What follows belongs to an exercise in optimizing a design on an open flow for small area; a production flow would make more cautious choices. The RTL was checked by simulation tests, not by an equivalence proof against the original design. No run shown here takes its clock network from TritonCTS; it comes from the design's own scripts or RTL. No driver is modelled on the clock port, so clock power and skew are understated where the tree is cut down; a real chip needs a root buffer or a tree. Power is estimated from default activity; no workload was simulated.

## flow/design.v (module list and top-level ports; edited modules follow where they fit)
// module clk_slow: 52 lines
// module distortion: 839 lines
// module trem: 389 lines
// module pedal: 40 lines
module pedal (
    input  logic        clk,
    input  logic        rst,
    input  logic [31:0] x,
    input  logic [1:0]  en,
    input  logic [3:0]  dist_options,
    input  logic [3:0]  trem_options,
    output logic [31:0] y
);
  // ...
==> flow/flow/run.sh <==
#!/bin/bash
# The standard layout with these changes, none to the synthesis:
#  - the port buffers are the smallest buffer cell (buf_1);
#  - between synthesis and floorplan, flow/fixinv2.py picks the polarity of
#    each full adder so that the netlist needs the fewest inverters, and sets
#    each logic cell to the smallest drive of its kind (placement-time repair
#    sizes up what needs it); the logic function and registers are unchanged;
#  - the clock tree is built by flow/mycts.tcl (run as the CTS step's PRE hook):
#    the clock port drives four clkbuf_16, each at the centre of a cluster of
#    flip-flops, so every flip-flop is one buffer from the port;
#  - after global routing, non-critical cells are sized down (RECOVER_POWER).
# Each tool's output goes to a log here.
set -euo pipefail
HERE=$(pwd)
ARGS=("BUFFER_PORTS_ARGS=-buffer_cell sky130_fd_sc_hd__buf_1"
      "PRE_CTS_TCL=$HERE/flow/mycts.tcl"
      "RECOVER_POWER=100")
R=orfs/results/sky130hd/pedal/base
bash standard.sh "${ARGS[@]}" synth > synth.log 2>&1
cp $R/1_2_yosys.v 1_2_yosys.synth.v
python3 flow/fixinv2.py 1_2_yosys.synth.v $R/1_2_yosys.v --downsize > fixinv.log 2>&1
rm -f $R/1_synth.odb
bash standard.sh "${ARGS[@]}" finish > standard.log 2>&1
==> flow/flow/fixinv2.py <==
#!/usr/bin/env python3
"""Chooses the polarity of every full adder in a gate-level netlist written by
yosys (write_verilog -noattr) so that the fewest inverters are needed.

A full adder with all three inputs inverted gives both outputs inverted, so
each adder may work on the true or the inverted signals. The netlist's
inverters are first folded into polarity marks on the pins they feed; then a
local search picks each adder's polarity; then one inverter is added for each
signal that some pin needs inverted. The logic function is unchanged. Signals
that touch a port or an assign are left as they are.

usage: fixinv2.py IN.v OUT.v"""
import re, sys, random

INV = {"sky130_fd_sc_hd__inv_1", "sky130_fd_sc_hd__inv_2", "sky130_fd_sc_hd__inv_4",
       "sky130_fd_sc_hd__inv_6", "sky130_fd_sc_hd__inv_8",
       "sky130_fd_sc_hd__clkinv_1", "sky130_fd_sc_hd__clkinv_2", "sky130_fd_sc_hd__clkinv_4"}
FA = {"sky130_fd_sc_hd__fa_1", "sky130_fd_sc_hd__fa_2", "sky130_fd_sc_hd__fa_4"}
OUTPINS = {"X", "Y", "Q", "Q_N", "SUM", "COUT"}

text = open(sys.argv[1]).read()
m = re.search(r'^module\s+(\S+)\s*\((.*?)\);', text, re.S | re.M)
head_end = m.end()
endm = text.rindex("endmodule")
body = text[head_end:endm]
inst_re = re.compile(r'^\s*(sky130_fd_sc_hd__\w+)\s+(\S+)\s*\((.*?)\);\s*$', re.S | re.M)
insts = []
for mm in inst_re.finditer(body):
    conns = {}
    for p, n in re.findall(r'\.(\w+)\(([^()]*)\)', mm.group(3)):
        conns[p] = n.strip()
    insts.append({"type": mm.group(1), "name": mm.group(2), "conns": conns})
decl = inst_re.sub("", body)
ports = set()
for kind in ("input", "output", "inout"):
    for mm in re.finditer(r'^\s*%s\s+(?:\[[^\]]*\]\s*)?(.*?);' % kind, decl, re.M):
        for n in mm.group(1).split(","):
            ports.add(n.strip())
assign_nets = set()
for l, r in re.findall(r'^\s*assign\s+(.*?)\s*=\s*(.*?);', decl, re.M):
    for tok in re.findall(r'(\\\S+|[A-Za-z_][\w$.]*)', l + " " + r):
        assign_nets.add(tok)
def base(n):
    return re.sub(r'\s*\[\d+\]$', '', n).strip()
def protected(n):
    return base(n) in ports or base(n) in assign_nets or base(n + " ") in assign_nets or "'" in n

drv = {}
for i in insts:
    for p, n in i["conns"].items():
        if p in OUTPINS:
            drv[n] = (i, p)
def is_inv(i):
    return i["type"] in INV

# fold inverter chains: net -> (root net, parity)
memo = {}
def root(n):
    if n in memo:
        return memo[n]
    d = drv.get(n)
    if d and is_inv(d[0]) and not protected(n):
        r, par = root(d[0]["conns"]["A"])
        memo[n] = (r, par ^ 1)
    else:
        memo[n] = (n, 0)
    return memo[n]

# every signal: consumers (inst, pin, parity needed relative to root)
cons = {}
for i in insts:
    if is_inv(i) and not protected(i["conns"]["Y"]):
        continue
    for p, n in i["conns"].items():
        if p in OUTPINS:
            continue
        r, par = root(n)
        cons.setdefault(r, []).append((i, p, par))
# frozen signals: any protected net in the fold (root protected, or inverter chain via protected)
frozen = set()
for n, (r, par) in list(memo.items()):
    if protected(n) or protected(r):
        frozen.add(r)
for r in cons:
    if protected(r):
        frozen.add(r)

fas = [i for i in insts if i["type"] in FA]
for idx, f in enumerate(fas):
    f["id"] = idx
fixed_fa = set()
for f in fas:
    for p, n in f["conns"].items():
        r = root(n)[0] if p not in OUTPINS else n
        if r in frozen:
            fixed_fa.add(f["id"])
# the signals each adder touches
sig_of = {f["id"]: set() for f in fas}
for r, lst in cons.items():
    for (i, p, par) in lst:
        if i["type"] in FA:
            sig_of[i["id"]].add(r)
src_fa = {}
for f in fas:
    for p in ("SUM", "COUT"):
        src_fa[f["conns"][p]] = f["id"]
        sig_of[f["id"]].add(f["conns"][p])

x = [0] * len(fas)
def cost(r):
    if r in frozen:
        return 0
    sp = x[src_fa[r]] if r in src_fa else 0
    for (i, p, par) in cons.get(r, []):
        need = par ^ (x[i["id"]] if i["type"] in FA else 0)
        if need != sp:
            return 1
    return 0
def total():
    return sum(cost(r) for r in set(cons) | set(src_fa))
best_x, best = list(x), total()
random.seed(1)
for restart in range(30):
    if restart:
        x = [random.randint(0, 1) if j not in fixed_fa else 0 for j in range(len(fas))]
    improved = True
    while improved:
        improved = False
        for j in range(len(fas)):
            if j in fixed_fa:
                continue
            sigs = sig_of[j]
            before = sum(cost(r) for r in sigs)
            x[j] ^= 1
            after = sum(cost(r) for r in sigs)
            if after < before:
                improved = True
            else:
                x[j] ^= 1
    t = total()
    if t < best:
        best, best_x = t, list(x)
x = best_x
init_x = [0] * len(fas)

# rebuild: one inverter per signal that some pin needs inverted
newcnt = [0]
wires = []
out_insts = []
inv_of = {}
def inverted(r, sp):
    # net carrying ~(polarity sp of r)
    key = r
    if key not in inv_of:
        newcnt[0] += 1
        y = "_pol_n%d_" % newcnt[0]
        wires.append(y)
        out_insts.append({"type": "sky130_fd_sc_hd__inv_1", "name": "_pol_i%d_" % newcnt[0],
                          "conns": {"A": r, "Y": y}})
        inv_of[key] = y
    return inv_of[key]
nflip = 0
for i in insts:
    if is_inv(i) and not protected(i["conns"]["Y"]):
        r, par = root(i["conns"]["Y"])
        if r in frozen:
            out_insts.append(i)
        continue
    c = dict(i["conns"])
    if i["type"] in FA and x[i["id"]]:
        nflip += 1
    for p, n in i["conns"].items():
        if p in OUTPINS:
            continue
        r, par = root(n)
        if r in frozen:
            continue
        sp = x[src_fa[r]] if r in src_fa else 0
        need = par ^ (x[i["id"]] if i["type"] in FA else 0)
        c[p] = r if need == sp else inverted(r, sp)
    i2 = dict(i); i2["conns"] = c
    out_insts.append(i2)
# optional: every logic cell to the smallest cell of its family (same pins);
# placement-time repair sizes up what timing, slew or load needs
ndown = 0
if "--downsize" in sys.argv:
    LIB = "/OpenROAD-flow-scripts/flow/platforms/sky130hd/lib/sky130_fd_sc_hd__tt_025C_1v80.lib"
    import os
    if "FLOW_HOME" in os.environ:
        LIB = os.path.join(os.environ["FLOW_HOME"], "platforms/sky130hd/lib/sky130_fd_sc_hd__tt_025C_1v80.lib")
    area = {}
    cur = None
    for line in open(LIB):
        mm = re.match(r'\s*cell\s*\(\s*"?(\w+)"?\s*\)', line)
        if mm:
            cur = mm.group(1)
        mm = re.match(r'\s*area\s*:\s*([\d.]+)', line)
        if mm and cur:
            area[cur] = float(mm.group(1)); cur = None
    fam = {}
    for c in area:
        mm = re.match(r'(sky130_fd_sc_hd__[a-z0-9]+?)_(\d+)$', c)
        if mm and "lpflow" not in c and "probe" not in c:
            fam.setdefault(mm.group(1), []).append((area[c], c))
    for i in out_insts:
        mm = re.match(r'(sky130_fd_sc_hd__[a-z0-9]+?)_(\d+)$', i["type"])
        if not mm or "buf" in i["type"] or i["type"].startswith("sky130_fd_sc_hd__df") \
                or "clk" in i["type"] or "dly" in i["type"]:
            continue
        best = min(fam[mm.group(1)])[1]
        if best != i["type"]:
            i["type"] = best
            ndown += 1
print("fixinv2: %d cells downsized" % ndown)
out = [text[:head_end], decl.rstrip("\n") + "\n"]
for w in wires:
    out.append("  wire %s;\n" % w)
fmt = lambda n: n + " " if n.startswith("\\") else n
for i in out_insts:
    out.append("  %s %s (\n%s\n  );\n" % (i["type"], i["name"],
               ",\n".join("    .%s(%s)" % (p, fmt(n)) for p, n in i["conns"].items())))
out.append(text[endm:])
open(sys.argv[2], "w").write("".join(out))
old = sum(1 for i in insts if is_inv(i))
new = sum(1 for i in out_insts if is_inv(i))
print("fixinv2: inverters %d -> %d, adders flipped %d of %d" % (old, new, nflip, len(fas)))
==> flow/flow/mycts.tcl <==
# PRE_CTS hook: a clock tree built by hand. The clock port drives NBUF
# clock buffers (clkbuf_16), each placed at the centre of a cluster of flip-flops (k-means
# on their places) and driving that cluster's clock pins; all flip-flops are
# one buffer from the port. TritonCTS is then skipped.
set nbuf 4
if { [info exists ::env(MYCTS_NBUF)] } { set nbuf $::env(MYCTS_NBUF) }
set block [ord::get_db_block]
set clknet [$block findNet clk]
set sinks {}
set xs {}
set ys {}
foreach it [$clknet getITerms] {
  set inst [$it getInst]
  set bb [$inst getBBox]
  lappend sinks $it
  lappend xs [expr {([$bb xMin] + [$bb xMax]) / 2.0}]
  lappend ys [expr {([$bb yMin] + [$bb yMax]) / 2.0}]
}
set n [llength $sinks]
puts "mycts: $n clock sinks, $nbuf buffers"
# k-means, seeded by sorting on x then y
set order [lsort -indices -real $xs]
set cx {}
set cy {}
for {set k 0} {$k < $nbuf} {incr k} {
  set i [lindex $order [expr {int(($k + 0.5) * $n / $nbuf)}]]
  lappend cx [lindex $xs $i]
  lappend cy [lindex $ys $i]
}
set assign [lrepeat $n 0]
for {set iter 0} {$iter < 50} {incr iter} {
  for {set i 0} {$i < $n} {incr i} {
    set best 0
    set bd 1e30
    for {set k 0} {$k < $nbuf} {incr k} {
      set d [expr {abs([lindex $xs $i] - [lindex $cx $k]) + abs([lindex $ys $i] - [lindex $cy $k])}]
      if {$d < $bd} { set bd $d; set best $k }
    }
    lset assign $i $best
  }
  for {set k 0} {$k < $nbuf} {incr k} {
    set sx 0.0; set sy 0.0; set c 0
    for {set i 0} {$i < $n} {incr i} {
      if {[lindex $assign $i] == $k} { set sx [expr {$sx + [lindex $xs $i]}]; set sy [expr {$sy + [lindex $ys $i]}]; incr c }
    }
    if {$c > 0} { lset cx $k [expr {$sx / $c}]; lset cy $k [expr {$sy / $c}] }
  }
}
set cell sky130_fd_sc_hd__clkbuf_16
if { [info exists ::env(MYCTS_CELL)] } { set cell $::env(MYCTS_CELL) }
set master [[ord::get_db] findMaster $cell]
for {set k 0} {$k < $nbuf} {incr k} {
  set inst [odb::dbInst_create $block $master "clkbuf_m$k"]
  $inst setLocation [expr {int([lindex $cx $k])}] [expr {int([lindex $cy $k])}]
  $inst setPlacementStatus PLACED
  set net [odb::dbNet_create $block "clknet_m$k"]
  $net setSigType CLOCK
  [$inst findITerm A] connect $clknet
  [$inst findITerm X] connect $net
  set c 0
  for {set i 0} {$i < $n} {incr i} {
    if {[lindex $assign $i] == $k} {
      set it [lindex $sinks $i]
      $it disconnect
      $it connect $net
      incr c
    }
  }
  puts "mycts: clkbuf_m$k drives $c sinks"
}
$clknet setSigType CLOCK
set_propagated_clock [all_clocks]
rename clock_tree_synthesis orig_clock_tree_synthesis
proc clock_tree_synthesis { args } {
  puts "mycts: clock tree built by hand, TritonCTS skipped"
}
==> flow/standard.sh <==
#!/bin/bash
# synth_recipe.tcl (not shown) runs the flow's synth.tcl, then flattens the netlist and writes it again
# the make line also repeats each setting of config.mk as NAME=value (left out here)
make -C /OpenROAD-flow-scripts/flow DESIGN_CONFIG=/design/flow/config.mk WORK_HOME=/design/flow/orfs CLKGATE_MAP_FILE= SYNTH_SCRIPT=/design/flow/synth_recipe.tcl "${@:-finish}"
==> flow/config.mk <==
export PLATFORM = sky130hd
export DESIGN_NAME = pedal
export DESIGN_NICKNAME = pedal
export VERILOG_FILES = /design/flow/design.v
export SDC_FILE = /design/flow/constraint.sdc
export NUM_CORES = 4
export LEC_CHECK = 0
export ABC_AREA = 1
export CAP_MARGIN = 0
export CORE_MARGIN = 2
export CORE_UTILIZATION = 60
export CTS_BUF_LIST = sky130_fd_sc_hd__clkbuf_8
export CTS_CLUSTER_SIZE = 30
export SLEW_MARGIN = 0
==> flow/constraint.sdc <==
create_clock -name core_clock -period 10.0 [get_ports {clk}]
set_input_delay 2.0000 -clock core_clock [delete_from_list [all_inputs] [get_ports {clk}]]
set_output_delay 2.0000 -clock core_clock [all_outputs]
set_load 0.01 [all_outputs]
==> summary.md, run 1 <==
| Metric | Value |
|---|---|
| GR peak layer | met2 |
| Seq/total area | 0.2283 |
| FFs & Latches | 117 |
| Hold Buf Count CTS | 0 |
| Non-CTS inverters | 226 |
| CP required | 10.05 ns |
| Outcome | complete, but fails checks |
| Clk pwr share | 0.208 |
| Pins over their slew limit | 60 |
| Worst-path clk slew | 0.12 ns |
| Maxcap violations | 1 |
| Final period util | 0.9429 |
| Buffer and inverter count on the worst path | 3 |
| Synthesized cell area | 9594 um^2 |
| Die area | 17020 um^2 |
| GRT Util Overall | 0.3446 |
| Antenna viol nets, final | 0 |
| Hold slack | 0.4143 ns |
| Vias in the first global route | 9260 |
| Detailed Place HPWL | 23.33 mm |
| Gp weighted congestion | 1.001 |
| Register area | 2342 um^2 |
| Die Wd | 130.5 um |
| Max incr delay on CP | 0.72 ns |
| Vias | around 9900 |
| Critical path launch point type | input port |
| Fraction of area in multi-input gates | 0.6075 |
| Cells after DPL | approximately 1700 |
| SO Faults | max-capacitance violations, max-slew violations |
==> module clk_slow, before the edit <==
module clk_slow (
    input  logic clk_in,
    input  logic rst,
    output logic tick_380,
    output logic tick_190,
    output logic tick_95,
    output logic tick_48
);
logic [7:0] clk_cntr;
logic [7:0] cntr_n;
logic [3:0] tk;
logic dv_23, dv_24, dv_25, dv_27, dv_28, dv_29, dv_31, dv_32, dv_33, dv_35, dv_36, dv_37, dv_39, dv_40, dv_41, dv_43, dv_44, dv_45, dv_48, dv_49;
assign cntr_n[0] = ~rst & ~clk_cntr[0];
assign dv_23 = clk_cntr[0] & clk_cntr[1];
assign dv_24 = ~clk_cntr[0] & ~clk_cntr[1];
assign dv_25 = ~rst & ~dv_24;
assign cntr_n[1] = ~dv_23 & dv_25;
assign dv_27 = clk_cntr[2] & dv_23;
assign dv_28 = ~clk_cntr[2] & ~dv_23;
assign dv_29 = ~rst & ~dv_28;
assign cntr_n[2] = ~dv_27 & dv_29;
assign dv_31 = clk_cntr[3] & dv_27;
assign dv_32 = ~clk_cntr[3] & ~dv_27;
assign dv_33 = ~rst & ~dv_32;
assign cntr_n[3] = ~dv_31 & dv_33;
assign dv_35 = ~clk_cntr[4] & ~dv_31;
assign dv_36 = clk_cntr[4] & dv_31;
assign dv_37 = ~rst & ~dv_36;
assign cntr_n[4] = ~dv_35 & dv_37;
assign dv_39 = ~clk_cntr[5] & ~dv_36;
assign dv_40 = clk_cntr[5] & dv_36;
assign dv_41 = ~rst & ~dv_40;
assign cntr_n[5] = ~dv_39 & dv_41;
assign dv_43 = ~clk_cntr[6] & ~dv_40;
assign dv_44 = clk_cntr[6] & dv_40;
assign dv_45 = ~rst & ~dv_44;
assign cntr_n[6] = ~dv_43 & dv_45;
assign tk[3] = ~clk_cntr[7] & dv_44;
assign dv_48 = clk_cntr[7] & ~dv_44;
assign dv_49 = ~tk[3] & ~dv_48;
assign cntr_n[7] = ~rst & ~dv_49;
assign tk[0] = ~clk_cntr[4] & dv_31;
assign tk[1] = ~clk_cntr[5] & dv_36;
assign tk[2] = ~clk_cntr[6] & dv_40;
always_ff @(posedge clk_in) begin
    clk_cntr <= cntr_n;
end
assign tick_380 = tk[0];
assign tick_190 = tk[1];
assign tick_95  = tk[2];
assign tick_48  = tk[3];
endmodule
==> module trem, before the edit <==
module trem (
    input  logic [31:0] x,
    output logic [31:0] y,
    input  logic clk_48,
    input  logic rst,
    input  logic clk_190,
    input  logic clk_380,
    input  logic clk_95,
    input  logic clk_48hz,
    input  logic [3:0] options,
    input  logic en
);
logic [4:0] count_int4, count_int2, count_int, count_int6;
logic       dir_s4_q, dir_s2_q, dir_q, dir_s6_q;
logic [4:0] c0_n, c1_n, c2_n, c3_n;
logic       d0_n, d1_n, d2_n, d3_n;
logic [3:0] tk;
logic [4:0] c0, c1, c2, c3;
logic       d0, d1, d2, d3;
assign tk = {clk_48hz, clk_95, clk_190, clk_380};
assign c0 = count_int4;  assign d0 = dir_s4_q;
assign c1 = count_int2;  assign d1 = dir_s2_q;
assign c2 = count_int;   assign d2 = dir_q;
assign c3 = count_int6;  assign d3 = dir_s6_q;
logic os_54, os_55, os_56, os_57, os_58, os_59, os_60, os_61, os_62, os_63, os_64, os_66, os_67, os_68, os_69, os_70, os_71, os_72, os_73, os_74, os_75, os_76, os_77, os_78, os_79, os_80, os_81, os_82, os_83, os_84, os_85, os_86, os_87, os_88, os_89, os_90, os_91, os_92, os_93, os_94, os_95, os_96, os_97, os_98, os_99, os_100, os_101, os_102, os_103, os_104, os_105, os_106, os_107, os_108, os_109, os_110, os_111, os_112, os_113, os_114, os_115, os_116, os_118, os_119, os_120, os_121, os_122, os_123, os_124, os_125, os_127, os_128, os_129, os_130, os_131, os_132, os_133, os_135, os_136, os_137, os_138, os_139, os_140, os_142, os_143, os_144, os_145, os_147, os_148, os_150, os_151, os_153, os_154, os_156, os_157, os_159, os_160, os_161, os_162, os_164, os_165, os_167, os_168, os_170, os_171, os_173, os_174, os_176, os_177, os_178, os_179, os_181, os_182, os_184, os_185, os_187, os_188, os_190, os_191, os_193, os_194, os_196, os_197, os_199, os_200, os_202, os_203;
assign os_54 = ~rst & tk[0];
assign os_55 = tk[2] & c2[0];
assign os_56 = tk[1] & c1[0];
assign os_57 = ~os_55 & ~os_56;
assign os_58 = tk[3] & c3[0];
assign os_59 = tk[0] & c0[0];
assign os_60 = ~os_58 & ~os_59;
assign os_61 = os_57 & os_60;
assign os_62 = os_54 & os_61;
assign os_63 = ~rst & ~tk[0];
assign os_64 = c0[0] & os_63;
assign c0_n[0] = os_62 | os_64;
assign os_66 = tk[1] & c1[1];
assign os_67 = tk[0] & c0[1];
assign os_68 = ~os_66 & ~os_67;
assign os_69 = tk[3] & c3[1];
assign os_70 = tk[2] & c2[1];
assign os_71 = ~os_69 & ~os_70;
assign os_72 = os_68 & os_71;
assign os_73 = os_61 & os_72;
assign os_74 = ~os_61 & ~os_72;
assign os_75 = ~os_73 & ~os_74;
assign os_76 = tk[2] & d2;
assign os_77 = tk[0] & d0;
assign os_78 = ~os_76 & ~os_77;
assign os_79 = tk[3] & d3;
assign os_80 = tk[1] & d1;
assign os_81 = ~os_79 & ~os_80;
assign os_82 = os_78 & os_81;
assign os_83 = tk[1] & c1[2];
assign os_84 = tk[0] & c0[2];
assign os_85 = ~os_83 & ~os_84;
assign os_86 = tk[3] & c3[2];
assign os_87 = tk[2] & c2[2];
assign os_88 = ~os_86 & ~os_87;
assign os_89 = os_85 & os_88;
assign os_90 = tk[1] & c1[3];
assign os_91 = tk[0] & c0[3];
assign os_92 = ~os_90 & ~os_91;
assign os_93 = tk[3] & c3[3];
assign os_94 = tk[2] & c2[3];
assign os_95 = ~os_93 & ~os_94;
assign os_96 = os_92 & os_95;
assign os_97 = os_89 & os_96;
assign os_98 = tk[1] & c1[4];
assign os_99 = tk[0] & c0[4];
assign os_100 = ~os_98 & ~os_99;
assign os_101 = tk[3] & c3[4];
assign os_102 = tk[2] & c2[4];
assign os_103 = ~os_101 & ~os_102;
assign os_104 = os_100 & os_103;
assign os_105 = os_72 & os_104;
assign os_106 = os_97 & os_105;
assign os_107 = ~os_82 & ~os_106;
assign os_108 = ~os_89 & ~os_96;
assign os_109 = ~os_72 & ~os_104;
assign os_110 = os_108 & os_109;
assign os_111 = ~os_107 & ~os_110;
assign os_112 = os_75 & ~os_111;
assign os_113 = ~os_75 & os_111;
assign os_114 = ~os_112 & ~os_113;
assign os_115 = os_54 & os_114;
assign os_116 = c0[1] & os_63;
assign c0_n[1] = os_115 | os_116;
assign os_118 = os_73 & ~os_111;
assign os_119 = os_74 & os_111;
assign os_120 = ~os_118 & ~os_119;
assign os_121 = os_89 & ~os_120;
assign os_122 = ~os_89 & os_120;
assign os_123 = ~os_121 & ~os_122;
assign os_124 = os_54 & ~os_123;
assign os_125 = c0[2] & os_63;
assign c0_n[2] = os_124 | os_125;
assign os_127 = ~os_118 & ~os_122;
assign os_128 = ~os_97 & ~os_108;
assign os_129 = ~os_127 & os_128;
assign os_130 = os_127 & ~os_128;
assign os_131 = ~os_129 & ~os_130;
assign os_132 = os_54 & os_131;
assign os_133 = c0[3] & os_63;
assign c0_n[3] = os_132 | os_133;
assign os_135 = os_108 & os_119;
assign os_136 = os_104 & ~os_135;
assign os_137 = os_97 & os_118;
assign os_138 = ~os_136 & ~os_137;
assign os_139 = os_54 & os_138;
assign os_140 = c0[4] & os_63;
assign c0_n[4] = os_139 | os_140;
assign os_142 = ~rst & tk[1];
assign os_143 = os_61 & os_142;
assign os_144 = ~rst & ~tk[1];
assign os_145 = c1[0] & os_144;
assign c1_n[0] = os_143 | os_145;
assign os_147 = os_114 & os_142;
assign os_148 = c1[1] & os_144;
assign c1_n[1] = os_147 | os_148;
assign os_150 = ~os_123 & os_142;
assign os_151 = c1[2] & os_144;
assign c1_n[2] = os_150 | os_151;
assign os_153 = os_131 & os_142;
assign os_154 = c1[3] & os_144;
assign c1_n[3] = os_153 | os_154;
assign os_156 = os_138 & os_142;
assign os_157 = c1[4] & os_144;
assign c1_n[4] = os_156 | os_157;
assign os_159 = ~rst & tk[2];
assign os_160 = os_61 & os_159;
assign os_161 = ~rst & ~tk[2];
assign os_162 = c2[0] & os_161;
assign c2_n[0] = os_160 | os_162;
assign os_164 = os_114 & os_159;
assign os_165 = c2[1] & os_161;
assign c2_n[1] = os_164 | os_165;
assign os_167 = ~os_123 & os_159;
assign os_168 = c2[2] & os_161;
assign c2_n[2] = os_167 | os_168;
assign os_170 = os_131 & os_159;
assign os_171 = c2[3] & os_161;
assign c2_n[3] = os_170 | os_171;
assign os_173 = os_138 & os_159;
assign os_174 = c2[4] & os_161;
assign c2_n[4] = os_173 | os_174;
assign os_176 = ~rst & tk[3];
assign os_177 = os_61 & os_176;
assign os_178 = ~rst & ~tk[3];
assign os_179 = c3[0] & os_178;
assign c3_n[0] = os_177 | os_179;
assign os_181 = os_114 & os_176;
assign os_182 = c3[1] & os_178;
assign c3_n[1] = os_181 | os_182;
assign os_184 = ~os_123 & os_176;
assign os_185 = c3[2] & os_178;
assign c3_n[2] = os_184 | os_185;
assign os_187 = os_131 & os_176;
assign os_188 = c3[3] & os_178;
assign c3_n[3] = os_187 | os_188;
assign os_190 = os_138 & os_176;
assign os_191 = c3[4] & os_178;
assign c3_n[4] = os_190 | os_191;
assign os_193 = os_54 & ~os_111;
assign os_194 = d0 & os_63;
assign d0_n = os_193 | os_194;
assign os_196 = ~os_111 & os_142;
assign os_197 = d1 & os_144;
assign d1_n = os_196 | os_197;
assign os_199 = ~os_111 & os_159;
assign os_200 = d2 & os_161;
assign d2_n = os_199 | os_200;
assign os_202 = ~os_111 & os_176;
assign os_203 = d3 & os_178;
assign d3_n = os_202 | os_203;
always_ff @(posedge clk_48) begin
    count_int4 <= c0_n;  dir_s4_q <= d0_n;
    count_int2 <= c1_n;  dir_s2_q <= d1_n;
    count_int  <= c2_n;  dir_q    <= d2_n;
    count_int6 <= c3_n;  dir_s6_q <= d3_n;
end
logic       active;
logic [4:0] c;
assign active = en & (options == 4'b1000 | options == 4'b0100 |
                      options == 4'b0010 | options == 4'b0001);
assign c = ({5{options[3]}} & count_int)  | ({5{options[2]}} & count_int2) |
           ({5{options[1]}} & count_int4) | ({5{options[0]}} & count_int6);
logic [23:0] mpp0; assign mpp0 = {24{c[0]}} & x[23:0];
logic [23:0] mpp1; assign mpp1 = {24{c[1]}} & x[23:0];
logic [23:0] mpp2; assign mpp2 = {24{c[2]}} & x[23:0];
logic [23:0] mpp3; assign mpp3 = {24{c[3]}} & x[23:0];
logic [23:0] mpp4; assign mpp4 = {24{c[4]}} & x[23:0];
logic m1, m2, m3, m4, m5, m6, m7, m8, m9, m10, m11, m12, m13, m14, m15, m16, m17, m18, m19, m20, m21, m22, m23, m24, m25, m26, m27, m28, m29, m30, m31, m32, m33, m34, m35, m36, m37, m38, m39, m40, m41, m42, m43, m44, m45, m46, m47, m48, m49, m50, m51, m52, m53, m54, m55, m56, m57, m58, m59, m60, m61, m62, m63, m64, m65, m66, m67, m68, m69, m70, m71, m72, m73, m74, m75, m76, m77, m78, m79, m80, m81, m82, m83, m84, m85, m86, m87, m88, m89, m90, m91, m92, m93, m94, m95, m96, m97, m98, m99, m100, m101, m102, m103, m104, m105, m106, m107, m108, m109, m110, m111, m112, m113, m114, m115, m116, m117, m118, m119, m120, m121, m122, m123, m124, m125, m126, m127, m128, m129, m130, m131, m132, m133, m134, m135, m136, m137, m138, m139, m140, m141, m142, m143, m144, m145, m146, m147, m148, m149, m150, m151, m152, m153, m154, m155, m156, m157, m158, m159, m160, m161, m162, m163, m164, m165, m166, m167, m168;
assign m1 = mpp0[4] ^ mpp1[3];
assign m2 = mpp0[4] & mpp1[3];
assign m3 = mpp0[5] ^ mpp1[4] ^ mpp2[3];
assign m4 = (mpp0[5] & mpp1[4]) | (mpp2[3] & (mpp0[5] ^ mpp1[4]));
assign m5 = mpp0[6] ^ mpp1[5] ^ mpp2[4];
assign m6 = (mpp0[6] & mpp1[5]) | (mpp2[4] & (mpp0[6] ^ mpp1[5]));
assign m7 = mpp0[7] ^ mpp1[6] ^ mpp2[5];
assign m8 = (mpp0[7] & mpp1[6]) | (mpp2[5] & (mpp0[7] ^ mpp1[6]));
assign m9 = mpp0[8] ^ mpp1[7] ^ mpp2[6];
assign m10 = (mpp0[8] & mpp1[7]) | (mpp2[6] & (mpp0[8] ^ mpp1[7]));
assign m11 = mpp0[9] ^ mpp1[8] ^ mpp2[7];
assign m12 = (mpp0[9] & mpp1[8]) | (mpp2[7] & (mpp0[9] ^ mpp1[8]));
assign m13 = mpp0[10] ^ mpp1[9] ^ mpp2[8];
assign m14 = (mpp0[10] & mpp1[9]) | (mpp2[8] & (mpp0[10] ^ mpp1[9]));
assign m15 = mpp0[11] ^ mpp1[10] ^ mpp2[9];
assign m16 = (mpp0[11] & mpp1[10]) | (mpp2[9] & (mpp0[11] ^ mpp1[10]));
assign m17 = mpp0[12] ^ mpp1[11] ^ mpp2[10];
assign m18 = (mpp0[12] & mpp1[11]) | (mpp2[10] & (mpp0[12] ^ mpp1[11]));
assign m19 = mpp0[13] ^ mpp1[12] ^ mpp2[11];
assign m20 = (mpp0[13] & mpp1[12]) | (mpp2[11] & (mpp0[13] ^ mpp1[12]));
assign m21 = mpp0[14] ^ mpp1[13] ^ mpp2[12];
assign m22 = (mpp0[14] & mpp1[13]) | (mpp2[12] & (mpp0[14] ^ mpp1[13]));
assign m23 = mpp0[15] ^ mpp1[14] ^ mpp2[13];
assign m24 = (mpp0[15] & mpp1[14]) | (mpp2[13] & (mpp0[15] ^ mpp1[14]));
assign m25 = mpp0[16] ^ mpp1[15] ^ mpp2[14];
assign m26 = (mpp0[16] & mpp1[15]) | (mpp2[14] & (mpp0[16] ^ mpp1[15]));
assign m27 = mpp0[17] ^ mpp1[16] ^ mpp2[15];
assign m28 = (mpp0[17] & mpp1[16]) | (mpp2[15] & (mpp0[17] ^ mpp1[16]));
assign m29 = mpp0[18] ^ mpp1[17] ^ mpp2[16];
assign m30 = (mpp0[18] & mpp1[17]) | (mpp2[16] & (mpp0[18] ^ mpp1[17]));
assign m31 = mpp0[19] ^ mpp1[18] ^ mpp2[17];
assign m32 = (mpp0[19] & mpp1[18]) | (mpp2[17] & (mpp0[19] ^ mpp1[18]));
assign m33 = mpp0[20] ^ mpp1[19] ^ mpp2[18];
assign m34 = (mpp0[20] & mpp1[19]) | (mpp2[18] & (mpp0[20] ^ mpp1[19]));
assign m35 = mpp0[21] ^ mpp1[20] ^ mpp2[19];
assign m36 = (mpp0[21] & mpp1[20]) | (mpp2[19] & (mpp0[21] ^ mpp1[20]));
assign m37 = mpp0[22] ^ mpp1[21] ^ mpp2[20];
assign m38 = (mpp0[22] & mpp1[21]) | (mpp2[20] & (mpp0[22] ^ mpp1[21]));
assign m39 = mpp0[23] ^ mpp1[22] ^ mpp2[21];
assign m40 = mpp0[3] ^ mpp1[2];
assign m41 = mpp0[3] & mpp1[2];
assign m42 = mpp2[2] ^ mpp3[1] ^ mpp4[0];
assign m43 = (mpp2[2] & mpp3[1]) | (mpp4[0] & (mpp2[2] ^ mpp3[1]));
assign m44 = m2 ^ mpp3[2] ^ mpp4[1];
assign m45 = (m2 & mpp3[2]) | (mpp4[1] & (m2 ^ mpp3[2]));
assign m46 = m4 ^ mpp3[3] ^ mpp4[2];
assign m47 = (m4 & mpp3[3]) | (mpp4[2] & (m4 ^ mpp3[3]));
assign m48 = m6 ^ mpp3[4] ^ mpp4[3];
assign m49 = (m6 & mpp3[4]) | (mpp4[3] & (m6 ^ mpp3[4]));
assign m50 = m8 ^ mpp3[5] ^ mpp4[4];
assign m51 = (m8 & mpp3[5]) | (mpp4[4] & (m8 ^ mpp3[5]));
assign m52 = m10 ^ mpp3[6] ^ mpp4[5];
assign m53 = (m10 & mpp3[6]) | (mpp4[5] & (m10 ^ mpp3[6]));
assign m54 = m12 ^ mpp3[7] ^ mpp4[6];
assign m55 = (m12 & mpp3[7]) | (mpp4[6] & (m12 ^ mpp3[7]));
assign m56 = m14 ^ mpp3[8] ^ mpp4[7];
assign m57 = (m14 & mpp3[8]) | (mpp4[7] & (m14 ^ mpp3[8]));
assign m58 = m16 ^ mpp3[9] ^ mpp4[8];
assign m59 = (m16 & mpp3[9]) | (mpp4[8] & (m16 ^ mpp3[9]));
assign m60 = m18 ^ mpp3[10] ^ mpp4[9];
assign m61 = (m18 & mpp3[10]) | (mpp4[9] & (m18 ^ mpp3[10]));
assign m62 = m20 ^ mpp3[11] ^ mpp4[10];
assign m63 = (m20 & mpp3[11]) | (mpp4[10] & (m20 ^ mpp3[11]));
assign m64 = m22 ^ mpp3[12] ^ mpp4[11];
assign m65 = (m22 & mpp3[12]) | (mpp4[11] & (m22 ^ mpp3[12]));
assign m66 = m24 ^ mpp3[13] ^ mpp4[12];
assign m67 = (m24 & mpp3[13]) | (mpp4[12] & (m24 ^ mpp3[13]));
assign m68 = m26 ^ mpp3[14] ^ mpp4[13];
assign m69 = (m26 & mpp3[14]) | (mpp4[13] & (m26 ^ mpp3[14]));
assign m70 = m28 ^ mpp3[15] ^ mpp4[14];
assign m71 = (m28 & mpp3[15]) | (mpp4[14] & (m28 ^ mpp3[15]));
assign m72 = m30 ^ mpp3[16] ^ mpp4[15];
assign m73 = (m30 & mpp3[16]) | (mpp4[15] & (m30 ^ mpp3[16]));
assign m74 = m32 ^ mpp3[17] ^ mpp4[16];
assign m75 = (m32 & mpp3[17]) | (mpp4[16] & (m32 ^ mpp3[17]));
assign m76 = m34 ^ mpp3[18] ^ mpp4[17];
assign m77 = (m34 & mpp3[18]) | (mpp4[17] & (m34 ^ mpp3[18]));
assign m78 = m36 ^ mpp3[19] ^ mpp4[18];
assign m79 = (m36 & mpp3[19]) | (mpp4[18] & (m36 ^ mpp3[19]));
assign m80 = m38 ^ m39 ^ mpp3[20];
assign m81 = mpp0[2] ^ mpp1[1];
assign m82 = mpp0[2] & mpp1[1];
assign m83 = mpp2[1] ^ mpp3[0] ^ m40;
assign m84 = (mpp2[1] & mpp3[0]) | (m40 & (mpp2[1] ^ mpp3[0]));
assign m85 = m41 ^ m1 ^ m42;
assign m86 = (m41 & m1) | (m42 & (m41 ^ m1));
assign m87 = m43 ^ m3 ^ m44;
assign m88 = (m43 & m3) | (m44 & (m43 ^ m3));
assign m89 = m45 ^ m5 ^ m46;
assign m90 = (m45 & m5) | (m46 & (m45 ^ m5));
assign m91 = m47 ^ m7 ^ m48;
assign m92 = (m47 & m7) | (m48 & (m47 ^ m7));
assign m93 = m49 ^ m9 ^ m50;
assign m94 = (m49 & m9) | (m50 & (m49 ^ m9));
assign m95 = m51 ^ m11 ^ m52;
assign m96 = (m51 & m11) | (m52 & (m51 ^ m11));
assign m97 = m53 ^ m13 ^ m54;
assign m98 = (m53 & m13) | (m54 & (m53 ^ m13));
assign m99 = m55 ^ m15 ^ m56;
assign m100 = (m55 & m15) | (m56 & (m55 ^ m15));
assign m101 = m57 ^ m17 ^ m58;
assign m102 = (m57 & m17) | (m58 & (m57 ^ m17));
assign m103 = m59 ^ m19 ^ m60;
assign m104 = (m59 & m19) | (m60 & (m59 ^ m19));
assign m105 = m61 ^ m21 ^ m62;
assign m106 = (m61 & m21) | (m62 & (m61 ^ m21));
assign m107 = m63 ^ m23 ^ m64;
assign m108 = (m63 & m23) | (m64 & (m63 ^ m23));
assign m109 = m65 ^ m25 ^ m66;
assign m110 = (m65 & m25) | (m66 & (m65 ^ m25));
assign m111 = m67 ^ m27 ^ m68;
assign m112 = (m67 & m27) | (m68 & (m67 ^ m27));
assign m113 = m69 ^ m29 ^ m70;
assign m114 = (m69 & m29) | (m70 & (m69 ^ m29));
assign m115 = m71 ^ m31 ^ m72;
assign m116 = (m71 & m31) | (m72 & (m71 ^ m31));
assign m117 = m73 ^ m33 ^ m74;
assign m118 = (m73 & m33) | (m74 & (m73 ^ m33));
assign m119 = m75 ^ m35 ^ m76;
assign m120 = (m75 & m35) | (m76 & (m75 ^ m35));
assign m121 = m77 ^ m37 ^ m78;
assign m122 = (m77 & m37) | (m78 & (m77 ^ m37));
assign m123 = m79 ^ m80 ^ mpp4[19];
assign m124 = mpp0[1] ^ mpp1[0];
assign m125 = mpp0[1] & mpp1[0];
assign m126 = mpp2[0] ^ m81 ^ m125;
assign m127 = (mpp2[0] & m81) | (m125 & (mpp2[0] ^ m81));
assign m128 = m82 ^ m83 ^ m127;
assign m129 = (m82 & m83) | (m127 & (m82 ^ m83));
assign m130 = m84 ^ m85 ^ m129;
assign m131 = (m84 & m85) | (m129 & (m84 ^ m85));
assign m132 = m86 ^ m87 ^ m131;
assign m133 = (m86 & m87) | (m131 & (m86 ^ m87));
assign m134 = m88 ^ m89 ^ m133;
assign m135 = (m88 & m89) | (m133 & (m88 ^ m89));
assign m136 = m90 ^ m91 ^ m135;
assign m137 = (m90 & m91) | (m135 & (m90 ^ m91));
assign m138 = m92 ^ m93 ^ m137;
assign m139 = (m92 & m93) | (m137 & (m92 ^ m93));
assign m140 = m94 ^ m95 ^ m139;
assign m141 = (m94 & m95) | (m139 & (m94 ^ m95));
assign m142 = m96 ^ m97 ^ m141;
assign m143 = (m96 & m97) | (m141 & (m96 ^ m97));
assign m144 = m98 ^ m99 ^ m143;
assign m145 = (m98 & m99) | (m143 & (m98 ^ m99));
assign m146 = m100 ^ m101;
assign m147 = m100 & m101;
assign m148 = m102 ^ m103 ^ m147;
assign m149 = (m102 & m103) | (m147 & (m102 ^ m103));
assign m150 = m104 ^ m105 ^ m149;
assign m151 = (m104 & m105) | (m149 & (m104 ^ m105));
assign m152 = m106 ^ m107 ^ m151;
assign m153 = (m106 & m107) | (m151 & (m106 ^ m107));
assign m154 = m108 ^ m109 ^ m153;
assign m155 = (m108 & m109) | (m153 & (m108 ^ m109));
assign m156 = m110 ^ m111 ^ m155;
assign m157 = (m110 & m111) | (m155 & (m110 ^ m111));
assign m158 = m112 ^ m113 ^ m157;
assign m159 = (m112 & m113) | (m157 & (m112 ^ m113));
assign m160 = m114 ^ m115 ^ m159;
assign m161 = (m114 & m115) | (m159 & (m114 ^ m115));
assign m162 = m116 ^ m117 ^ m161;
assign m163 = (m116 & m117) | (m161 & (m116 ^ m117));
assign m164 = m118 ^ m119 ^ m163;
assign m165 = (m118 & m119) | (m163 & (m118 ^ m119));
assign m166 = m120 ^ m121 ^ m165;
assign m167 = (m120 & m121) | (m165 & (m120 ^ m121));
assign m168 = m122 ^ m123 ^ m167;
logic [7:0]  p_lo;
logic [11:0] p_hi;
logic        p_c;
logic [11:0] p_hi_sum;   
logic [12:0] inc_c;
assign inc_c[0] = p_c;
genvar gi;
for (gi = 0; gi < 12; gi = gi + 1) begin : g_inc
    assign p_hi_sum[gi]  = p_hi[gi] ^ inc_c[gi];
    assign inc_c[gi + 1] = p_hi[gi] & inc_c[gi];
end
always_ff @(posedge clk_48) begin
    if (rst) begin
        p_lo <= 8'h0;
        p_hi <= 12'h0;
        p_c  <= 1'b0;
        y    <= 32'h0;
    end else if (active) begin
        p_lo <= {m144, m142, m140, m138, m136, m134, m132, m130};
        p_hi <= {m168, m166, m164, m162, m160, m158, m156, m154, m152, m150, m148, m146};
        p_c  <= m145;
        y    <= {12'h000, p_hi_sum, p_lo};
    end else begin
        y <= x;
    end
end
endmodule
==> module pedal, before the edit <==
module pedal (
    input  logic        clk,
    input  logic        rst,
    input  logic [31:0] x,
    input  logic [1:0]  en,
    input  logic [3:0]  dist_options,
    input  logic [3:0]  trem_options,
    output logic [31:0] y
);
logic [31:0] y_dist;
logic tick_380, tick_190, tick_95, tick_48;
clk_slow u_clk_slow (
    .clk_in   (clk),
    .rst      (rst),
    .tick_380 (tick_380),
    .tick_190 (tick_190),
    .tick_95  (tick_95),
    .tick_48  (tick_48)
);
distortion u_distortion (
    .x       (x),
    .y       (y_dist),
    .clk_48  (clk),
    .rst     (rst),
    .options (dist_options),
    .en      (en[0])
);
trem u_trem (
    .x        (y_dist),
    .y        (y),
    .clk_48   (clk),
    .rst      (rst),
    .clk_190  (tick_190),
    .clk_380  (tick_380),
    .clk_95   (tick_95),
    .clk_48hz (tick_48),
    .options  (trem_options),
    .en       (en[1])
);
endmodule
==> run 2, diff against run 1 <==
--- a/flow/design.v
+++ b/flow/design.v
@@ -1,47 +1,39 @@
 module clk_slow (
     input  logic clk_in,
     input  logic rst,
+    input  logic [2:0] par,
     output logic tick_380,
     output logic tick_190,
     output logic tick_95,
     output logic tick_48
 );
-logic [7:0] clk_cntr;
-logic [7:0] cntr_n;
+logic [4:0] clk_cntr;
+logic [4:0] cntr_n;
 logic [3:0] tk;
-logic dv_23, dv_24, dv_25, dv_27, dv_28, dv_29, dv_31, dv_32, dv_33, dv_35, dv_36, dv_37, dv_39, dv_40, dv_41, dv_43, dv_44, dv_45, dv_48, dv_49;
+logic dv_20, dv_21, dv_22, dv_24, dv_25, dv_26, dv_28, dv_29, dv_30, dv_32, dv_33, dv_34, dv_38, dv_40;
 assign cntr_n[0] = ~rst & ~clk_cntr[0];
-assign dv_23 = clk_cntr[0] & clk_cntr[1];
-assign dv_24 = ~clk_cntr[0] & ~clk_cntr[1];
-assign dv_25 = ~rst & ~dv_24;
-assign cntr_n[1] = ~dv_23 & dv_25;
-assign dv_27 = clk_cntr[2] & dv_23;
-assign dv_28 = ~clk_cntr[2] & ~dv_23;
-assign dv_29 = ~rst & ~dv_28;
-assign cntr_n[2] = ~dv_27 & dv_29;
-assign dv_31 = clk_cntr[3] & dv_27;
-assign dv_32 = ~clk_cntr[3] & ~dv_27;
-assign dv_33 = ~rst & ~dv_32;
-assign cntr_n[3] = ~dv_31 & dv_33;
-assign dv_35 = ~clk_cntr[4] & ~dv_31;
-assign dv_36 = clk_cntr[4] & dv_31;
-assign dv_37 = ~rst & ~dv_36;
-assign cntr_n[4] = ~dv_35 & dv_37;
-assign dv_39 = ~clk_cntr[5] & ~dv_36;
-assign dv_40 = clk_cntr[5] & dv_36;
-assign dv_41 = ~rst & ~dv_40;
-assign cntr_n[5] = ~dv_39 & dv_41;
-assign dv_43 = ~clk_cntr[6] & ~dv_40;
-assign dv_44 = clk_cntr[6] & dv_40;
-assign dv_45 = ~rst & ~dv_44;
-assign cntr_n[6] = ~dv_43 & dv_45;
-assign tk[3] = ~clk_cntr[7] & dv_44;
-assign dv_48 = clk_cntr[7] & ~dv_44;
-assign dv_49 = ~tk[3] & ~dv_48;
-assign cntr_n[7] = ~rst & ~dv_49;
-assign tk[0] = ~clk_cntr[4] & dv_31;
-assign tk[1] = ~clk_cntr[5] & dv_36;
-assign tk[2] = ~clk_cntr[6] & dv_40;
+assign dv_20 = ~clk_cntr[0] & ~clk_cntr[1];
+assign dv_21 = clk_cntr[0] & clk_cntr[1];
+assign dv_22 = ~rst & ~dv_21;
+assign cntr_n[1] = ~dv_20 & dv_22;
+assign dv_24 = ~clk_cntr[2] & ~dv_21;
+assign dv_25 = clk_cntr[2] & dv_21;
+assign dv_26 = ~rst & ~dv_25;
+assign cntr_n[2] = ~dv_24 & dv_26;
+assign dv_28 = ~clk_cntr[3] & ~dv_25;
+assign dv_29 = clk_cntr[3] & dv_25;
+assign dv_30 = ~rst & ~dv_29;
+assign cntr_n[3] = ~dv_28 & dv_30;
+assign dv_32 = ~clk_cntr[4] & ~dv_29;
+assign dv_33 = clk_cntr[4] & dv_29;
+assign dv_34 = ~rst & ~dv_33;
+assign cntr_n[4] = ~dv_32 & dv_34;
+assign tk[0] = ~clk_cntr[4] & dv_29;
+assign tk[1] = par[0] & dv_33;
+assign dv_38 = ~par[0] & dv_33;
+assign tk[2] = par[1] & dv_38;
+assign dv_40 = ~par[1] & par[2];
+assign tk[3] = dv_38 & dv_40;
 always_ff @(posedge clk_in) begin
     clk_cntr <= cntr_n;
 end
@@ -899,7 +891,8 @@
     input  logic clk_95,
     input  logic clk_48hz,
     input  logic [3:0] options,
-    input  logic en
+    input  logic en,
+    output logic [2:0] par    
 );
 logic [4:0] count_int4, count_int2, count_int, count_int6;
 logic       dir_s4_q, dir_s2_q, dir_q, dir_s6_q;
@@ -913,6 +906,7 @@
 assign c1 = count_int2;  assign d1 = dir_s2_q;
 assign c2 = count_int;   assign d2 = dir_q;
 assign c3 = count_int6;  assign d3 = dir_s6_q;
+assign par = {count_int[0], count_int2[0], count_int4[0]};
 logic os_54, os_55, os_56, os_57, os_58, os_59, os_60, os_61, os_62, os_63, os_64, os_66, os_67, os_68, os_69, os_70, os_71, os_72, os_73, os_74, os_75, os_76, os_77, os_78, os_79, os_80, os_81, os_82, os_83, os_84, os_85, os_86, os_87, os_88, os_89, os_90, os_91, os_92, os_93, os_94, os_95, os_96, os_97, os_98, os_99, os_100, os_101, os_102, os_103, os_104, os_105, os_106, os_107, os_108, os_109, os_110, os_111, os_112, os_113, os_114, os_115, os_116, os_118, os_119, os_120, os_121, os_122, os_123, os_124, os_125, os_127, os_128, os_129, os_130, os_131, os_132, os_133, os_135, os_136, os_137, os_138, os_139, os_140, os_142, os_143, os_144, os_145, os_147, os_148, os_150, os_151, os_153, os_154, os_156, os_157, os_159, os_160, os_161, os_162, os_164, os_165, os_167, os_168, os_170, os_171, os_173, os_174, os_176, os_177, os_178, os_179, os_181, os_182, os_184, os_185, os_187, os_188, os_190, os_191, os_193, os_194, os_196, os_197, os_199, os_200, os_202, os_203;
 assign os_54 = ~rst & tk[0];
 assign os_55 = tk[2] & c2[0];
@@ -1075,8 +1069,8 @@
 logic [4:0] c;
 assign active = en & (options == 4'b1000 | options == 4'b0100 |
                       options == 4'b0010 | options == 4'b0001);
-assign c = ({5{options[3]}} & count_int)  | ({5{options[2]}} & count_int2) |
-           ({5{options[1]}} & count_int4) | ({5{options[0]}} & count_int6);
+assign c = (({5{options[3]}} & count_int)  | ({5{options[2]}} & count_int2) |
+            ({5{options[1]}} & count_int4) | ({5{options[0]}} & count_int6));
 logic [23:0] mpp0; assign mpp0 = {24{c[0]}} & x[23:0];
 logic [23:0] mpp1; assign mpp1 = {24{c[1]}} & x[23:0];
 logic [23:0] mpp2; assign mpp2 = {24{c[2]}} & x[23:0];
@@ -1289,9 +1283,11 @@
 );
 logic [31:0] y_dist;
 logic tick_380, tick_190, tick_95, tick_48;
+logic [2:0] par;    
 clk_slow u_clk_slow (
     .clk_in   (clk),
     .rst      (rst),
+    .par      (par),
     .tick_380 (tick_380),
     .tick_190 (tick_190),
     .tick_95  (tick_95),
@@ -1315,6 +1311,7 @@
     .clk_95   (tick_95),
     .clk_48hz (tick_48),
     .options  (trem_options),
-    .en       (en[1])
+    .en       (en[1]),
+    .par      (par)
 );
 endmodule
--- a/flow/flow/run.sh
+++ b/flow/flow/run.sh
@@ -8,13 +8,13 @@
 #  - the clock tree is built by flow/mycts.tcl (run as the CTS step's PRE hook):
 #    the clock port drives four clkbuf_16, each at the centre of a cluster of
 #    flip-flops, so every flip-flop is one buffer from the port;
-#  - after global routing, non-critical cells are sized down (RECOVER_POWER).
+#  - after CTS, flow/recover.tcl sizes down cells off the critical paths.
 # Each tool's output goes to a log here.
 set -euo pipefail
 HERE=$(pwd)
 ARGS=("BUFFER_PORTS_ARGS=-buffer_cell sky130_fd_sc_hd__buf_1"
       "PRE_CTS_TCL=$HERE/flow/mycts.tcl"
-      "RECOVER_POWER=100")
+      "POST_CTS_TCL=$HERE/flow/recover.tcl")
 R=orfs/results/sky130hd/pedal/base
 bash standard.sh "${ARGS[@]}" synth > synth.log 2>&1
 cp $R/1_2_yosys.v 1_2_yosys.synth.v
==> flow/flow/recover.tcl (new file) <==
# POST_CTS hook: size down cells off the critical paths (repair_timing
# -recover_power) with placement parasitics; the global-route stage's
# repair_design and repair_timing then fix any slew, load or timing this leaves.
estimate_parasitics -placement
repair_timing -recover_power 100 -verbose
detailed_placement
==> summary.md, run 2 <==
| Metric | Value |
|---|---|
| Worst setup path end | u_trem.p_hi[11] (unchanged) |
| Pins over their slew limit | 0 (was 60) |
| Die area | 16790 um^2 (was 17020 um^2) |
| Dpl cell area | 9971 um^2 (was 10170 um^2) |
| P per Cell Area | 89.37 nW/um^2 (was 89.55 nW/um^2) |
| Layout cells sized above 1 | 0.01246 (was 0.01832) |
| Post-layout net count | 1607 (was 1637) |
| Reg2reg setup slack | 2.34 ns (was 2.19 ns) |
| Area Overhead vs Synth | 6.442% (was 6.911%) |
| Synthesized cell area | 9459 um^2 (was 9594 um^2) |
| Largest net degree at the start of global routing | 70 (was 60) |
| Setup TNS | 0 ns (unchanged) |
| Type of the worst min-delay path | reg -> reg (unchanged) |
| Initial antenna violation count | 0 (unchanged) |
| # port buffers | 75 (unchanged) |
| GRT overflow | 0 (unchanged) |
| CP startpoint | trem_options[2] (unchanged) |
| Synth Area per Inst | 6.830 um^2 (was 6.819 um^2) |
| Maxcap violations | 0 (was 1) |
| Die Wd | 129.6 um (was 130.5 um) |
| Worst vdd ir | 141.3 uV (was 148.0 uV) |
| Clock Skew | 0.01868 ns (was 0.02453 ns) |
| Hold slack | 0.4171 ns (was 0.4143 ns) |
| CP endpoint kind | register (unchanged) |
| R2R cell count | 23 (was 22) |
| Setup-failing EPs final | 0 (unchanged) |
| Slew @ Worst Pin | 0.9977 ns (was 2.277 ns) |
| Reg2reg end | u_trem.p_hi[11] (unchanged) |
| GRT Util Overall | 0.3387 (was 0.3446) |
| Ant. Diodes | 0 (unchanged) |
| Initial Util | 0.6176 (was 0.6084) |
| Die H | 129.6 um (was 130.5 um) |
| Gp weighted congestion | 1.036 (was 1.001) |
| Proportion of power drawn by combinational gates | 0.250 (was 0.246) |
| Crit path DAT | 9.32 ns (was 9.48 ns) |
| WL final | 28.30 mm (was 29.45 mm) |
| Synth Instances | 1385 (was 1407) |
| Worst Path Max Fanout | 6 (was 17) |
| Outcome | complete, no violations (was complete, but fails checks) |
| Fin. Hold Viols | 0 (unchanged) |
| Vias | 9670 (was 9894) |
| Largest regs | u_distortion.y: 32 flops, u_trem.y: 32 flops, u_trem.p_hi: 12 flops (unchanged) |
| Syn_nets | 1545 (was 1568) |
| DP Worst Slack | 0.4981 ns (was 0.5833 ns) |
| Clk pwr share | 0.207 (was 0.208) |
| Post-DR vias/cell | 5.839 (was 5.854) |
| # IOs | 76 (unchanged) |
| Commonest non-fill, non-tap cell in the layout | nand2_1 (unchanged) |
| Internal cell power | 614.8 uW (was 628.3 uW) |
| Detailed Place HPWL | 22.43 mm (was 23.33 mm) |
| Clk latency of the worst-skew pair | 0.18 ns (about the same) |
| Core area | 15310 um^2 (was 15770 um^2) |
| Yosys warns | 3 (unchanged) |
| Critical R2R Launch | u_trem.count_int2[0] (was u_trem.count_int4[1]) |
| Antenna viol nets, final | 0 (unchanged) |
| Seq pwr share | 0.543 (was 0.546) |
| CP required | 10.03 ns (was 10.05 ns) |
| Critical path launch point type | input port (unchanged) |
| Setup CP Type | in -> reg (unchanged) |
| LEAKAGE | 5.061 nW (was 5.137 nW) |
| RSZ-0062 raised after global routing | no (unchanged) |
| Final instance area | 10070 um^2 (was 10260 um^2) |
| Avg WL per Cell | 17.09 um (was 17.43 um) |
| Sw Ratio | 0.3168 (was 0.3160) |
| Most frequent cells in the layout | 261 x nand2_1, 224 x nor2_1, 221 x inv_1, 114 x dfxtp_1, 107 x o21ai_0 (was 261 x nand2_1, 237 x nor2_1, 226 x inv_1, 117 x dfxtp_1, 112 x o21ai_0) |
| Min cycle time layout | 9.296 ns (was 9.429 ns) |
| P_sw | 285.0 uW (was 290.3 uW) |
| Vias in the first global route | 8993 (was 9260) |
| Setup WS post-layout | 0.7037 ns (was 0.5710 ns) |
| Final period util | 0.9296 (was 0.9429) |
| Fmax achieved | 107.6 MHz (was 106.1 MHz) |
| First DRT Iteration DRCs | 1153 (was 1162) |
| Row cnt | 45 (was 46) |
| Detailed-route DRC error count | 0 (unchanged) |
| Slew headroom | 0.3349 (was -0.5182) |
| First-pass GRT wire length | 45.38 mm (was 46.69 mm) |
| DRT Pass-1 Iters | 6 (was 5) |
| Worst-path clk slew | 0.12 ns (about the same) |
[run 2: power groups by stage]
stage	Combinational, mW	Sequential, mW	Clock (mW)
detailed placement	0.216	0.499	0
global placement	0.217	0.498	0
finish	0.225	0.489	0.186
floorplan	0.143	0.501	0
global route	0.249	0.492	0.206
[run 2: routing by layer]
| metal | track usage | wire [um] |
|---|---|---|
| met1 | 0.4539 | 11420 |
| met4 | 0.1126 | 1222 |
| met3 | 0.03633 | 2412 |
| met2 | 0.5750 | 13240 |
| met5 | 0 | 0 |
[run 2: worst min path at each step]
| stage | startpoint | to | slack (ns) | cells past startpoint |
|---|---|---|---|---|
| 2_1_floorplan | u_distortion.y[24] | u_trem.y[24] | 0.39 | 2 |
| 3_3_place_gp | u_distortion.y[31] | u_trem.y[31] | 0.39 | 2 |
| 3_5_place_dp | u_distortion.y[29] | u_trem.y[29] | 0.40 | 2 |
| 5_1_grt | u_distortion.y[29] | u_trem.y[29] | 0.43 | 2 |
| 6_report | u_distortion.y[29] | u_trem.y[29] | 0.42 | 2 |
[run 2: through the flow]
stage,power [mW],std cells,utilization
final,0.8998,1656,0.6574
after detailed placement,0.7157,1651,0.6511
after global routing,0.9459,1656,0.6574
after floorplan,0.6432,1385,-
after global placement,0.7159,1651,0.6511
[run 2: critical path: stages]
cell and delay [ns]:
buf_1 0.10, inv_1 0.15, o22ai_1 0.13, nor2_1 0.40, nor2_1 0.12, fa_1 0.47
fa_1 0.56, fa_1 0.43, ha_1 0.23, fa_1 0.40, fa_1 0.39, fa_1 0.39
fa_1 0.39, fa_1 0.39, fa_1 0.39, fa_1 0.39, fa_1 0.39, fa_1 0.40
fa_1 0.39, xor2_1 0.18, xor2_1 0.19, xor2_1 0.18, xor2_1 0.16, a21oi_1 0.08
[run 2: area by class of cell]
cell class	instances	area (um^2)
Buffer	4	100.1
Inverter	222	833.3
Timing Repair Buffer	93	406.6
Multi-Input combinational cell	1012	6182
Tap cell	211	264.0
Fill cell	1443	5246
Sequential cell	114	2282
==> run 3, diff against run 2 <==
--- a/flow/flow/run.sh
+++ b/flow/flow/run.sh
@@ -7,14 +7,12 @@
 #    sizes up what needs it); the logic function and registers are unchanged;
 #  - the clock tree is built by flow/mycts.tcl (run as the CTS step's PRE hook):
 #    the clock port drives four clkbuf_16, each at the centre of a cluster of
-#    flip-flops, so every flip-flop is one buffer from the port;
-#  - after CTS, flow/recover.tcl sizes down cells off the critical paths.
+#    flip-flops, so every flip-flop is one buffer from the port.
 # Each tool's output goes to a log here.
 set -euo pipefail
 HERE=$(pwd)
 ARGS=("BUFFER_PORTS_ARGS=-buffer_cell sky130_fd_sc_hd__buf_1"
-      "PRE_CTS_TCL=$HERE/flow/mycts.tcl"
-      "POST_CTS_TCL=$HERE/flow/recover.tcl")
+      "PRE_CTS_TCL=$HERE/flow/mycts.tcl")
 R=orfs/results/sky130hd/pedal/base
 bash standard.sh "${ARGS[@]}" synth > synth.log 2>&1
 cp $R/1_2_yosys.v 1_2_yosys.synth.v
removed: flow/flow/recover.tcl
==> summary.md, run 3 <==
| Metric | Value |
|---|---|
| Ant. Diodes | 0 (unchanged) |
| Final core occ | 0.6576 (was 0.6574) |
| Non-Filler Instances | 1655 (was 1656) |
| Clock Skew | 0.01823 ns (was 0.01868 ns) |
| PostCTS Resize Cnt | 0 |
| Largest net degree at the start of global routing | 70 (unchanged) |
| Dpl cell area | 9971 um^2 (unchanged) |
| Fin. Hold Viols | 0 (unchanged) |
| Max incr delay on CP | 0.56 ns (about the same) |
| Number of setup buffers added after CTS | 0 |
| Slew @ Worst Pin | 1.015 ns (was 0.9977 ns) |
| Outcome | complete, no violations (unchanged) |
| Filler instances | 1441 (was 1443) |
| LEAKAGE | 5.071 nW (was 5.061 nW) |
| Crit path cell chain | buf_1 > inv_1 > o22ai_1 > nor2_1 > nor2_1 > fa_1 > fa_1 > fa_1 > ha_1 > fa_1 > fa_1 > fa_1 > fa_1 > fa_1 > fa_1 > fa_1 > fa_1 > fa_1 > fa_1 > xor2_1 > xor2_1 > xor2_1 > xor2_1 > a21oi_1 (unchanged) |
| # port buffers | 75 (unchanged) |
| Fmax achieved | 107.6 MHz (about the same) |
| Most frequent CP cell | fa_1 (unchanged) |
| Area of the multi-input gates | 6182 um^2 (unchanged) |
| Detailed-route DRC error count | 0 (unchanged) |
| Initial antenna violation count | 0 (unchanged) |
| Post-DR vias/cell | 5.818 (was 5.839) |
| Setup-failing EPs final | 0 (unchanged) |
| Hold Buf Count CTS | 0 |
| Worst vdd ir | 139.6 uV (was 141.3 uV) |
| Detailed Place HPWL | 22.43 mm (unchanged) |
| Vias | 9628 (was 9670) |
| Initial Util | 0.6176 (unchanged) |
| First-pass GRT wire length | 45.35 mm (was 45.38 mm) |
| DP Worst Slack | 0.4981 ns (unchanged) |
| Synth Instances | 1385 (unchanged) |
| Worst-path clk slew | 0.12 ns (about the same) |
| Gp weighted congestion | 1.036 (unchanged) |
| Setup WS post-layout | 0.7078 ns (was 0.7037 ns) |
| DRT Pass-1 Iters | 8 (was 6) |
| Type of the worst min-delay path | reg -> reg (unchanged) |
| Commonest non-fill, non-tap cell in the layout | nand2_1 (unchanged) |
| Critical path launch point type | input port (unchanged) |
| Vias in the first global route | 8993 (unchanged) |
| Final instance area | 10070 um^2 (about the same) |
| Die H | 129.6 um (unchanged) |
| Antenna viol nets, final | 0 (unchanged) |
| Syn_nets | 1545 (unchanged) |
| WL final | 28.27 mm (was 28.30 mm) |
| Clk latency of the worst-skew pair | 0.18 ns (about the same) |
| Slew headroom | 0.3233 (was 0.3349) |
| Setup CP Type | in -> reg (unchanged) |
| Slowest cell on the critical path | fa_1 (unchanged) |
| Row cnt | 45 (unchanged) |
| Avg WL per Cell | 17.08 um (was 17.09 um) |
| Maxcap violations | 0 (unchanged) |
| GRT Util Overall | 0.3385 (was 0.3387) |
| Pins over their slew limit | 0 (unchanged) |
| Worst Path Max Fanout | 6 (unchanged) |
| RSZ-0062 raised after global routing | no (unchanged) |
| First DRT Iteration DRCs | 1062 (was 1153) |
| Largest regs | u_distortion.y: 32 flops, u_trem.y: 32 flops, u_trem.p_hi: 12 flops (unchanged) |
| Yosys warns | 3 (unchanged) |
| Die Wd | 129.6 um (unchanged) |
| Layout cells sized above 1 | 0.01524 (was 0.01246) |
| Register area | 2282 um^2 (unchanged) |
| P per Cell Area | 89.27 nW/um^2 (was 89.37 nW/um^2) |
| Setup TNS | 0 ns (unchanged) |
| Area Overhead vs Synth | 6.468% (was 6.442%) |
| GRT overflow | 0 (unchanged) |
| Post-layout net count | 1606 (was 1607) |
| Synthesized cell area | 9459 um^2 (unchanged) |
| Core area | 15310 um^2 (unchanged) |
| Cells after DPL | 1651 (unchanged) |
| CP endpoint kind | register (unchanged) |
| Synth Area per Inst | 6.830 um^2 (unchanged) |
| CP required | 10.03 ns (about the same) |
| Crit path DAT | 9.32 ns (about the same) |
| Min cycle time layout | 9.292 ns (was 9.296 ns) |
| Final period util | 0.9292 (was 0.9296) |
| # IOs | 76 (unchanged) |
| Die area | 16790 um^2 (unchanged) |
| Most frequent cells in the layout | 261 x nand2_1, 224 x nor2_1, 221 x inv_1, 114 x dfxtp_1, 107 x o21ai_0 (unchanged) |
run 3: cell count changes in the layout (fill, tap and decap cells not counted), sizes merged:
cell    previous run  this run
clkinv             1         0
buf               85        92
clkbuf            12         4
inv              221       222
run 3: worst max-delay path: cells and delay by family:
kind,cells,cell delay (ns)
AO/OA/AOI/OAI,2,0.21
XOR/XNOR,4,0.72
adder cells (fa/ha/maj),14,5.61
buffers and inverters,2,0.25
AND/OR/NAND/NOR,2,0.52
run 3: worst paths after layout:
path	start	to	slack [ns]	depth (start not counted)
worst min register to register	u_distortion.y[29]	u_trem.y[29]	0.42	2
worst min-delay path	u_distortion.y[29]	u_trem.y[29]	0.42	2
worst max register to register	u_trem.count_int4[0]	u_trem.p_hi[11]	2.34	23
worst max-delay path	trem_options[2]	u_trem.p_hi[11]	0.71	24
run 3: where the power goes:
group,leakage [nW],switching (mW),total [mW],internal [mW]
registers,0.936,0.0111,0.489,0.478
logic,4.09,0.162,0.224,0.0624
clock network,0.0493,0.112,0.186,0.0741
total,5.07,0.285,0.899,0.614
run 3: layer usage:
metal  GRT usage  wire [um]  vias to the layer above
li1            -          -                     4582
met1      0.4534      11340                     4361
met2      0.5750      13300                      587
met3     0.03633       2483                       98
met4      0.1126       1150                        0
met5           0          0                        -
run 3: through the flow:
step	hold slack [ns]	power, mW
after floorplan	0.3936	0.6432
after global placement	0.3947	0.7159
after detailed placement	0.3995	0.7157
after CTS	0.4182	0.8944
after global routing	0.4349	0.9453
final	0.4164	0.8990
run 3: layout make-up:
cell class,instances,area share
sequential,114,0.2266
multi-input combinational,1012,0.6139
tap,211,0.02621
buffer,4,0.009939
timing repair buffer,92,0.04063
inverter,222,0.08274

afterwards: timing with drivers on the ports:
The flow's constraints put no driver on any port. The routed layouts listed below were extracted and timed again, unchanged, in two steps.
Step 1 assumes that a clkbuf_16 drives the clock port and a buf_2 every other input.
Step 2 adds t to the input delays and takes it off the output delays; t is the mean of the earliest and latest rising clock arrival at the registers after step 1. Input paths then give back, and output paths get back, about the clock's delay inside the block.
a / b / c = no drivers / after step 1 / after step 2; a / b = the first two.
run | t, ns | slack for setup (ns) | hold slack, ns | worst slew at a driven data input, ns | cell pins on the clock port's net
run 1 | 0.261 | 0.571 / 0.641 / 0.381 | 0.414 / 0.414 / 0.414 | 0.04 | 4
run 2 | 0.266 | 0.704 / 0.781 / 0.515 | 0.417 / 0.417 / 0.417 | 0.03 | 4
run 3 | 0.266 | 0.708 / 0.786 / 0.520 | 0.416 / 0.416 / 0.416 | 0.03 | 4
For run 1, which loses most, drivers alone change the setup slack by +0.070 ns; drivers and shift together by -0.190 ns.
